From an optimization exercise on the open Yosys and OpenROAD flow, aimed at small area; shortcuts taken in it are not production practice.
Function was checked by simulation only, so behaviour that the tests miss may differ from the original.

## run M
Design tft_driver, start of the top module:
module tft_driver(
	input wire cclk, rstb,
	input wire inputCharBit,
	input wire [7:0] switch,
	output wire tft_backlight, tft_data_ena,
	output wire tft_display, tft_vdd,
	output wire [7:0] tft_red, tft_green, tft_blue,
	input wire [7:0] bg_red, bg_green, bg_blue,
	output reg [(10-1):0] x,
	output reg [(9-1):0] y,
	output wire new_frame
);
reg on;   
pwm_module PWM (.cclk(cclk), .rstb(rstb), .duty_cycle(switch), .tick(x[0]), .pwm_out(tft_backlight));
ScreenMux screenMux(.cclk(cclk), .rstb(rstb), .inputCharBit(inputCharBit), .x(x), .y(y),
                    .bg_red(bg_red), .bg_green(bg_green), .bg_blue(bg_blue),
                    .tft_red(tft_red), .tft_green(tft_green), .tft_blue(tft_blue));
assign tft_data_ena = (x > 480 || y > 272) ? 0 : 1;
assign new_frame = (x == 0 && y == 0) ? 1 : 0;
assign tft_vdd = on;
assign tft_display = on;
always @(posedge cclk) begin
  if(~rstb) begin
    x <= 0;
    y <= 0;
    on <= 0;
  end
  else begin
    on <= 1;
    if (x == (480 + 45)) begin
      x <= 0;
      if (y == (272 + 16))
        y <= 0;
      else
        y <= y + 1;
    end
    else
      x <= x + 1;
  end
end
endmodule
==> module CharReceiver, before the edit <==
module CharReceiver(cclk, rstb, inputCharBit, k, r2, code);
	input  wire cclk;
	input  wire rstb;
	input  wire inputCharBit;
	input  wire [3:0] k;       
	input  wire r2;            
	output wire [5:0] code;    
	reg [5:0]  counter;    
	reg [5:0]  currChar;   
	reg [13:0] clkCounter;
	localparam [13:0] CNT1 = 14'd1, CNT25 = 14'd3854, CNTLAST = 14'd2538;
	reg [77:0] ring1;      
	reg [77:0] ring2;
	reg [3:0]  q;
	reg        fill;       
	reg        z0;         
	wire step     = (clkCounter != CNT1) && counter >= 6'd8 && counter < 6'd34 && inputCharBit;
	wire complete = step && counter == 6'd33;
	wire shifting = counter >= 6'd9 && counter <= 6'd33;    
	localparam [77:0] INITV = 78'b000001000010000011000100011011011111100000100001100010100011100100100101000000;
	wire [5:0] init = INITV[6*q +: 6];
	wire at0 = (q == 4'd0);
	wire w1  = at0 && ((counter == 6'd8 && step) || (counter >= 6'd9 && counter <= 6'd20));
	wire w2  = at0 && !z0 && ((counter == 6'd21 && step) || (counter >= 6'd22 && counter <= 6'd33));
	wire [5:0] in1 = fill ? init : w1 ? ring2[5:0] : ring1[5:0];
	wire [5:0] in2 = fill ? init : w2 ? currChar   : ring2[5:0];
	always @(posedge cclk) begin
		ring1 <= {in1, ring1[77:6]};
		ring2 <= {in2, ring2[77:6]};
	end
	wire       adj  = shifting && ({1'b0, r2 ? k + 5'd13 : {1'b0, k}} + 6'd9 <= counter);
	wire [3:0] idx  = k + adj;                  
	wire       row2 = r2 || (idx == 4'd13 && counter <= 6'd20);
	wire [3:0] c    = (idx == 4'd13) ? 4'd0 : idx;
	wire [4:0] sum  = c + q;
	wire [3:0] pos  = (sum >= 5'd13) ? sum - 5'd13 : sum[3:0];
	reg  [5:0] rd1, rd2;
	integer i;
	always @* begin
		rd1 = 6'd0; rd2 = 6'd0;
		for (i = 0; i < 13; i = i + 1) begin
			rd1 = rd1 | ({6{pos == i}} & ring1[6*i +: 6]);
			rd2 = rd2 | ({6{pos == i}} & ring2[6*i +: 6]);
		end
	end
	assign code = (z0 && !r2 && k == 4'd0) ? 6'd0 : row2 ? rd2 : rd1;
	always @(posedge cclk) begin
		if (~rstb) begin
			counter <= 6'd9;
			clkCounter <= 14'd0;
			q <= 4'd0;
			fill <= 1'b1;
			z0 <= 1'b1;
		end
		else begin
			if (clkCounter == CNT1) begin
				if (inputCharBit == 1'b0 && counter == 6'd34)
					counter <= 6'd0;
				else if (counter < 6'd8) begin
					if (counter == 6'd6) begin
						if (inputCharBit) currChar <= 6'd0;
					end
					else if (counter != 6'd7)
						currChar[counter[2:0]] <= inputCharBit;
					counter <= counter + 6'd1;
				end
			end
			else if (step)
				counter <= counter + 6'd1;
			if (clkCounter == CNTLAST)
				clkCounter <= 14'd0;
			else
				clkCounter <= {clkCounter[12:0], ~^{clkCounter[13], clkCounter[12], clkCounter[11], clkCounter[1]}};
			if (!complete)
				q <= at0 ? 4'd12 : q - 4'd1;
			if (clkCounter == CNT25)
				fill <= 1'b0;
			if (counter == 6'd8 && step)
				z0 <= 1'b0;
		end
	end
endmodule
==> module ScreenMux, before the edit <==
module ScreenMux(cclk, rstb, inputCharBit, x, y, bg_red, bg_green, bg_blue, tft_red, tft_green, tft_blue);
	input  wire cclk, rstb, inputCharBit;
	input  wire [9:0] x;
	input  wire [8:0] y;
	input  wire [7:0] bg_red, bg_green, bg_blue;
	output wire [7:0] tft_red, tft_green, tft_blue;
	wire lmode = (y >= 9'd184);        
	reg [3:0] k;
	reg [1:0] sc;
	reg [3:0] sub;
	wire idle    = (sc == 2'd3) && (sub == 4'd5);
	wire colend  = (sc == 2'd3) ? (sub == 4'd4) : (sub == (lmode ? 4'd7 : 4'd9));
	wire last    = lmode ? (k == 4'd4 || k == 4'd7 || k == 4'd11 || k == 4'd12) : (k == 4'd12);
	wire load    = lmode ? (x == 10'd6 || x == 10'd195 || x == 10'd341) : (x == 10'd4);
	wire [3:0] k0 = x[8] ? 4'd8 : x[7] ? 4'd5 : 4'd0;
	always @(posedge cclk) begin
		if (load) begin
			k <= (lmode ? k0 : 4'd0); sc <= 2'd0; sub <= 4'd0;
		end
		else if (!idle) begin
			if (!colend)
				sub <= sub + 4'd1;
			else if (sc != 2'd3) begin
				sub <= 4'd0; sc <= sc + 2'd1;
			end
			else if (last)
				sub <= 4'd5;
			else begin
				sub <= 4'd0; sc <= 2'd0; k <= k + 4'd1;
			end
		end
	end
	wire r1 = (y >= 9'd5)  && (y < 9'd55);
	wire r2 = (y >= 9'd60) && (y < 9'd110);
	reg [2:0] csr;
	integer i;
	always @* begin
		csr = 3'd0;
		for (i = 0; i < 5; i = i + 1)
			if ((y >= 5 + 10*i && y < 15 + 10*i) || (y >= 60 + 10*i && y < 70 + 10*i))
				csr = i;
	end
	wire       lrow = (y >= 9'd184) && (y < 9'd224);
	wire [2:0] lsr  = y[5:3] - 3'd7;    
	wire [5:0] lcode = (k == 4'd0 || k == 4'd8) ? 6'd19 :    
	                   (k == 4'd1 || k == 4'd7) ? 6'd16 :    
	                   (k == 4'd2 || k == 4'd6) ? 6'd1  :    
	                   (k == 4'd3)              ? 6'd3  :    
	                   (k == 4'd4 || k == 4'd9) ? 6'd5  :    
	                   (k == 4'd5)              ? 6'd20 :    
	                   (k == 4'd10)             ? 6'd14 :    
	                                              6'd4;      
	wire [5:0] code;
	CharReceiver receiver(.cclk(cclk), .rstb(rstb), .inputCharBit(inputCharBit), .k(k), .r2(r2), .code(code));
	wire [5:0] e    = lmode ? lcode : code;
	wire [2:0] sr   = lmode ? lsr : csr;
	wire glyph_on;
	CharDraw rom(.e(e), .row(sr), .col(sc), .on(glyph_on));
	wire obj_on = (lmode ? lrow : (r1 | r2)) && glyph_on;    
	wire mrow     = (y >= 9'd120) && (y < 9'd130);
	wire morse_on = mrow && ((x >= 10'd255 && x < 10'd275) || (x >= 10'd280 && x < 10'd300));
	reg pix;
	always @(posedge cclk)
		pix <= obj_on | morse_on;
	wire in_box  = (((y >= 9'd5) && (y < 9'd115)) || lrow) && !idle ||
	               (mrow && (x >= 10'd180) && (x < 10'd305));
	wire in_line = (y == 9'd136) ||
	               ((x == 10'd160 || x == 10'd320) && y >= 9'd136 && y < 9'd272);
	wire fg      = in_box | in_line;
	wire fgval   = in_box ? pix : 1'b1;
	assign tft_red   = fg ? {8{fgval}} : bg_red;
	assign tft_green = fg ? {8{fgval}} : bg_green;
	assign tft_blue  = fg ? {8{fgval}} : bg_blue;
endmodule
==> flow/config.mk <==
export PLATFORM = sky130hd
export DESIGN_NAME = tft_driver
export DESIGN_NICKNAME = tft_driver
export VERILOG_FILES = /design/flow/design.v
export SDC_FILE = /design/flow/constraint.sdc
export NUM_CORES = 4
export LEC_CHECK = 0
export ABC_AREA = 1
export CAP_MARGIN = 20
export CORE_MARGIN = 2
export CORE_UTILIZATION = 60
export CTS_BUF_LIST = sky130_fd_sc_hd__clkbuf_8
export CTS_CLUSTER_DIAMETER = 60
export CTS_CLUSTER_SIZE = 16
export PLACE_DENSITY = 0.75
export SLEW_MARGIN = 20
==> flow/constraint.sdc <==
create_clock -name core_clock -period 10.0 [get_ports {cclk}]
set_input_delay 2.0000 -clock core_clock [delete_from_list [all_inputs] [get_ports {cclk}]]
set_output_delay 2.0000 -clock core_clock [all_outputs]
set_load 0.01 [all_outputs]
standard.sh (not shown) runs the stock make flow with config.mk's settings and CLKGATE_MAP_FILE= SYNTH_SCRIPT=/design/flow/synth_recipe.tcl, a recipe that flattens the netlist after the stock synthesis.
==> flow/flow/run.sh <==
#!/bin/bash
# Standard synthesis, then the combinational logic re-mapped by ABC with an
# area-oriented script (flip-flops kept as the standard synthesis made them,
# same instances and names), then the standard layout with 1x port buffers.
set -euo pipefail
R=$PWD/orfs/results/$FLOW_PLATFORM/tft_driver/base
LIB=$FLOW_HOME/platforms/sky130hd/lib/sky130_fd_sc_hd__tt_025C_1v80.lib
YOSYS=$(command -v yosys || echo /OpenROAD-flow-scripts/tools/install/yosys/bin/yosys)

bash standard.sh $R/1_2_yosys.v > synth.log 2>&1
cp $R/1_2_yosys.v $R/1_2_yosys_standard.v

cat > remap.ys <<EOF
read_liberty -ignore_miss_func $LIB
read_verilog $R/1_2_yosys_standard.v
hierarchy -top $FLOW_TOP
setattr -mod -set keep_hierarchy 1 sky130_fd_sc_hd__dfxtp_*
flatten
delete t:\$scopeinfo
opt_clean
stat -liberty $LIB
opt -fast
abc -liberty $LIB -dont_use sky130_fd_sc_hd__lpflow_* -dont_use sky130_fd_sc_hd__probe* -script $PWD/flow/remap.abc
opt_clean -purge
hilomap -singleton -hicell sky130_fd_sc_hd__conb_1 HI -locell sky130_fd_sc_hd__conb_1 LO
insbuf -buf sky130_fd_sc_hd__buf_4 A X
splitnets
opt_clean -purge
stat -liberty $LIB
hierarchy -top $FLOW_TOP
blackbox sky130_fd_sc_hd__dfxtp_*
write_verilog -noattr -noexpr -nohex -nodec $R/1_2_yosys.v
EOF
$YOSYS -l remap.log remap.ys > /dev/null 2>&1
touch $R/1_2_yosys.v

bash standard.sh BUFFER_PORTS_ARGS="-buffer_cell sky130_fd_sc_hd__buf_1" finish > layout.log 2>&1
==> flow/flow/remap.abc <==
strash; ifraig; scorr; dc2; balance -l; resub -K 6 -l; rewrite -l; resub -K 6 -N 2 -l; refactor -l; resub -K 8 -l; balance -l; resub -K 8 -N 2 -l; rewrite -l; resub -K 10 -l; rewrite -z -l; resub -K 10 -N 2 -l; balance -l; resub -K 12 -l; refactor -z -l; resub -K 12 -N 2 -l; rewrite -z -l; balance -l; dc2; balance -l; resub -K 6 -l; rewrite -l; resub -K 6 -N 2 -l; refactor -l; resub -K 8 -l; balance -l; resub -K 8 -N 2 -l; rewrite -l; resub -K 10 -l; rewrite -z -l; resub -K 10 -N 2 -l; balance -l; resub -K 12 -l; refactor -z -l; resub -K 12 -N 2 -l; rewrite -z -l; balance -l; dc2; balance -l; resub -K 6 -l; rewrite -l; resub -K 6 -N 2 -l; refactor -l; resub -K 8 -l; balance -l; resub -K 8 -N 2 -l; rewrite -l; resub -K 10 -l; rewrite -z -l; resub -K 10 -N 2 -l; balance -l; resub -K 12 -l; refactor -z -l; resub -K 12 -N 2 -l; rewrite -z -l; balance -l; strash; &get -n; &dch -f; &nf -R 1000 -C 32; &put
Run M never completed, since it errored out during 1_synth.
For run Z, these inputs were changed with respect to run M:
--- a/flow/design.v
+++ b/flow/design.v
@@ -51,5 +51,5 @@
 	wire at0 = (q == 4'd0);
 	wire w1  = at0 && ((counter == 6'd8 && step) || (counter >= 6'd9 && counter <= 6'd20));
-	wire w2  = at0 && !z0 && ((counter == 6'd21 && step) || (counter >= 6'd22 && counter <= 6'd33));
+	wire w2  = at0 && ((counter == 6'd21 && step) || (counter >= 6'd22 && counter <= 6'd33));
 	wire [5:0] in1 = fill ? init : w1 ? ring2[5:0] : ring1[5:0];
 	wire [5:0] in2 = fill ? init : w2 ? currChar   : ring2[5:0];
@@ -77,4 +77,5 @@
 		if (~rstb) begin
 			counter <= 6'd9;
+			currChar <= 6'd27;
 			clkCounter <= 14'd0;
 			q <= 4'd0;
@@ -129,5 +130,8 @@
 	wire [3:0] k0 = x[8] ? 4'd8 : x[7] ? 4'd5 : 4'd0;
 	always @(posedge cclk) begin
-		if (load) begin
+		if (~rstb) begin
+			k <= 4'd12; sc <= 2'd3; sub <= 4'd5;
+		end
+		else if (load) begin
 			k <= (lmode ? k0 : 4'd0); sc <= 2'd0; sub <= 4'd0;
 		end
@@ -175,6 +179,8 @@
 	wire morse_on = mrow && ((x >= 10'd255 && x < 10'd275) || (x >= 10'd280 && x < 10'd300));
 	reg pix;
-	always @(posedge cclk)
-		pix <= obj_on | morse_on;
+	always @(posedge cclk) begin
+		if (~rstb) pix <= 1'b0;
+		else       pix <= obj_on | morse_on;
+	end
 	wire in_box  = (((y >= 9'd5) && (y < 9'd115)) || lrow) && !idle ||
 	               (mrow && (x >= 10'd180) && (x < 10'd305));
## What came out
- Out of run Z and run M, the only run to close with the timing, DRC and antenna checks passing was run Z.
- Run M failed in 1_synth with ORD-2013.

-- port drivers added, routing unchanged --
Ports are ideal in the flow. The routed layout listed here was re-timed in OpenROAD. Step 1, drivers: a clkbuf_16 drives cclk and a buf_2 each remaining input, both assumed. Step 2 adds t to the input delays and takes it off the output delays; t is the mean of the earliest and latest rising clock arrival at the registers after step 1. Input paths then give back, and output paths get back, about the clock's delay inside the block. Slacks: ideal ports / drivers / drivers and shift; pairs: ideal ports / drivers.
run: run Z
shift t [ns]: 0.559
setup slack, ns: 0.903 / 0.903 / 0.903
slew at the worst register clock pin (ns): 0.11 / 0.11
cell pins on the clock port's net: 1
After both steps run Z still meets setup and hold. For run Z, drivers alone change the setup slack by 0.000 ns; drivers and shift together by 0.000 ns.
